This is an optimization exercise on Yosys and OpenROAD, whose aim is small area, a short achievable clock period and few clock cycles per item, not a production implementation. Where RTL was checked, it was by simulation tests only, not by an equivalence proof against the original. Power is estimated from default activity; no workload was simulated.

// CompMul
module CompMul(
	input [31:0] Multiplicand_input,
	input [31:0] Multiplier_input,
	input run,
	input rst,
	input clk,
	output ready,
	output [63:0] Product_output
	);
export LEC_CHECK = 0
export CAP_MARGIN = 20
export CORE_MARGIN = 2
export CORE_UTILIZATION = 40
export CTS_BUF_LIST = sky130_fd_sc_hd__clkbuf_16
export CTS_CLUSTER_DIAMETER = 300
export CTS_CLUSTER_SIZE = 40
export SLEW_MARGIN = 20
export SYNTH_HIERARCHICAL = 1
export SYNTH_MINIMUM_KEEP_SIZE = 0
create_clock -name core_clock -period 10.0 [get_ports {clk}]
standard.sh (not shown) runs the stock make flow with config.mk's settings and CLKGATE_MAP_FILE= SYNTH_SCRIPT=/design/flow/synth_recipe.tcl, a recipe that flattens the netlist after the stock synthesis.
==> flow/flow/run.sh <==
#!/bin/bash
# Own layout flow: the standard layout (standard.sh), with two changes:
#  - the port buffers that buffer_ports inserts are of the cell named in flow/knobs
#    (PORT_BUF) instead of the default pick;
#  - repair_timing aims for the setup margin named in flow/knobs (SETUP_MARGIN).
# Each make run writes its full output to a log file in this folder; ORFS's own
# per-step logs stay under orfs/logs/.
set -euo pipefail
source flow/knobs
bash standard.sh \
  "BUFFER_PORTS_ARGS=-buffer_cell $PORT_BUF" \
  "SETUP_SLACK_MARGIN=$SETUP_MARGIN" \
  finish > make_finish.log 2>&1
==> flow/flow/knobs <==
PORT_BUF=sky130_fd_sc_hd__buf_1
SETUP_MARGIN=7.15
Testbench counts at the start, summed over its fixed seeds: cycles 14,400, items 2,400.
Next try:
==> flow/flow/knobs (replaced) <==
PORT_BUF=sky130_fd_sc_hd__buf_1
SETUP_MARGIN=6.85
After rerunning: The changed run finished clean; combinational power decreases by 20%; die area stays the same; non-clock buffer count decreases by 70; global-route usage decreases by 0.34 points; count of clock-buffer cells in the layout increases by 1; routed wire length decreases by 2.9%; fmax decreases by about 3.7%; total power decreases by 10%; design area decreases by 8.0%; worst setup slack is worse by 0.12 ns.

========
Setup of the baseline:
CompMul, a different RTL version from the one above (not shown whole).
Size in the first run: ~1,300 cells after synthesis, ~150 flip-flops, about 130 I/O pins, about 13,000 µm² of cells after synthesis.
Settings: LEC_CHECK=0, CAP_MARGIN=20, CORE_MARGIN=2, CORE_UTILIZATION=40, CTS_BUF_LIST=sky130_fd_sc_hd__clkbuf_16, CTS_CLUSTER_DIAMETER=300, CTS_CLUSTER_SIZE=40, SLEW_MARGIN=20, SYNTH_HIERARCHICAL=1, SYNTH_MINIMUM_KEEP_SIZE=0; clock period 10.0 ns.
==> flow/flow/knobs <==
PORT_BUF=sky130_fd_sc_hd__buf_2
SETUP_MARGIN=6.8
Scripts as last shown in full above: flow/flow/run.sh
Testbench counts of the baseline, summed over its fixed seeds: cycles 14,400, items 2,400.
Input changes introduced in the candidate (baseline for comparison: the baseline):
- a deleted CTS_CLUSTER_DIAMETER that had been 300
- a change of CTS_BUF_LIST from sky130_fd_sc_hd__clkbuf_16 to sky130_fd_sc_hd__clkbuf_4 sky130_fd_sc_hd__clkbuf_8
- a deleted CTS_CLUSTER_SIZE that had been 40
==> comparison <==
- Going from the baseline to the candidate, routed wire length moved down; area of all placed cells without fillers moved down; proportion of cell area occupied by registers moved up; post-route fraction of the period consumed by the critical path level.
- Delta (the candidate minus the baseline): delay of the slowest cell on the worst path about even; global-route usage went down 0.27 points; clock period minus worst slack decreased by 0.015 ns relative to the old numbers.
- Measured against each other, the baseline and the candidate differ in clock share of power, the higher figure coming from the baseline.

========
## P
CompMul, a different RTL version from the one above (not shown whole).
For scale: roughly 1,100 cells after synthesis, ~130 I/O pins, ~12,000 um^2 of cells after synthesis.
## CompMul
module CompMul(
	input [31:0] Multiplicand_input,
	input [31:0] Multiplier_input,
	input run,
	input rst,
	input clk,
	output ready,
	output [63:0] Product_output
	);
==> flow/config.mk <==
export PLATFORM = sky130hd
export DESIGN_NAME = CompMul
export DESIGN_NICKNAME = CompMul
export VERILOG_FILES = /design/flow/design.v
export SDC_FILE = /design/flow/constraint.sdc
export NUM_CORES = 4
export LEC_CHECK = 0
export CAP_MARGIN = 20
export CORE_MARGIN = 2
export CORE_UTILIZATION = 40
export CTS_BUF_LIST = sky130_fd_sc_hd__clkbuf_16
export CTS_CLUSTER_DIAMETER = 300
export CTS_CLUSTER_SIZE = 40
export SLEW_MARGIN = 20
export SYNTH_HIERARCHICAL = 1
export SYNTH_MINIMUM_KEEP_SIZE = 0
==> flow/constraint.sdc <==
create_clock -name core_clock -period 10.0 [get_ports {clk}]
set_input_delay 2.0000 -clock core_clock [delete_from_list [all_inputs] [get_ports {clk}]]
set_output_delay 2.0000 -clock core_clock [all_outputs]
set_load 0.01 [all_outputs]
==> flow/flow/knobs <==
PORT_BUF=sky130_fd_sc_hd__buf_1
SETUP_MARGIN=7.0
Scripts as last shown in full above: flow/flow/run.sh
In summary, P completed successfully, with a layout that passed the timing, DRC and antenna checks.
--- input diff P..Q ---
- CTS_BUF_LIST changed from sky130_fd_sc_hd__clkbuf_16 to sky130_fd_sc_hd__clkbuf_4 sky130_fd_sc_hd__clkbuf_8
- CTS_CLUSTER_SIZE removed (was 40)
- CTS_CLUSTER_DIAMETER removed (was 300)
==> flow/flow/knobs <==
PORT_BUF=sky130_fd_sc_hd__buf_2
SETUP_MARGIN=7.0
## What came out
Q: PASS, flow complete, no timing, DRC or antenna violations. Q: part of the cycle the worst path needs is 0.61 points higher than what P reported. Q has total length of routed wires above what P had. Q against P; worst IR drop on VDD is up by a few percent. In the metrics for Q and P, the one carrying the lower shortest period the worst path allows is P. The higher clock-buffer cell count of Q and P is in Q. Re sum of net half-perimeters after detailed placement: Q and P aren't equal, and the lower value belongs to Q. Post-placement setup slack up 0.21 ns in Q wrt P. Measured against each other, Q and P differ in fraction of power spent switching nets, the lower figure coming from Q. NOTE: layout-stage area growth over the synthesis result in Q exceeds that of P. Between Q and P, the routed wire length per instance figures differ only marginally.
The inputs of R differ from those of Q as listed below.
-- flow/flow/knobs --
<<< Q, line 2
SETUP_MARGIN=7.0
>>> R, line 2
SETUP_MARGIN=6.5
--- outcome ---
- Detailed-routed wire length on met2: R vs Q down about 4.3%
- Hold slack, Q and R: smaller value in R
- In R the final area turned out 6.7% lower than in Q.
- R against Q: fraction of power consumed by combinational cells went down 6.3 points; average footprint of a synthesized cell comparable; max-capacitance violation count saw little to no change.
- When R is measured against Q, its global-route usage turns out 0.48 points lower.
- R against Q: via count fell by about 2.2%; core utilization now sits lower; buffer count excluding the clock tree in the final layout now smaller.
No functional check of the RTL was part of any run of this note.

## static timing again, ports no longer ideal
No port has a modelled driver above. Below, the same layouts with a new extraction and two added sets of constraints.
Step 1 assumes that a clkbuf_16 drives the clock port and a buf_2 every other input.
Step 2 times the ports against the registers' clock, not the clock port: input delays grow and output delays shrink by t, the midpoint of the rising clock arrivals with the driver on.
Three values: ideal, step 1, step 2; two values: the first two.
| run | shift t [ns] | setup slack, ns | clock arrival spread, ns |
|---|---|---|---|
| the first run of note 1 | 0.489 | 6.989 / 6.938 / 6.923 | 0.021 / 0.020 |
| the second run of note 1 | 0.492 | 6.873 / 6.823 / 6.909 | 0.017 / 0.017 |
| the baseline | 0.488 | 6.706 / 6.706 / 6.706 | 0.018 / 0.018 |
| the candidate | 0.520 | 6.721 / 6.721 / 6.721 | 0.027 / 0.027 |
| P | 0.478 | 7.001 / 6.952 / 6.736 | 0.014 / 0.014 |
| Q | 0.530 | 6.940 / 6.892 / 6.770 | 0.017 / 0.017 |
| R | 0.518 | 6.700 / 6.700 / 6.700 | 0.021 / 0.022 |
After both steps setup and hold are still met in every run listed. For P, which loses most, drivers alone change the setup slack by -0.049 ns; drivers and shift together by -0.265 ns.
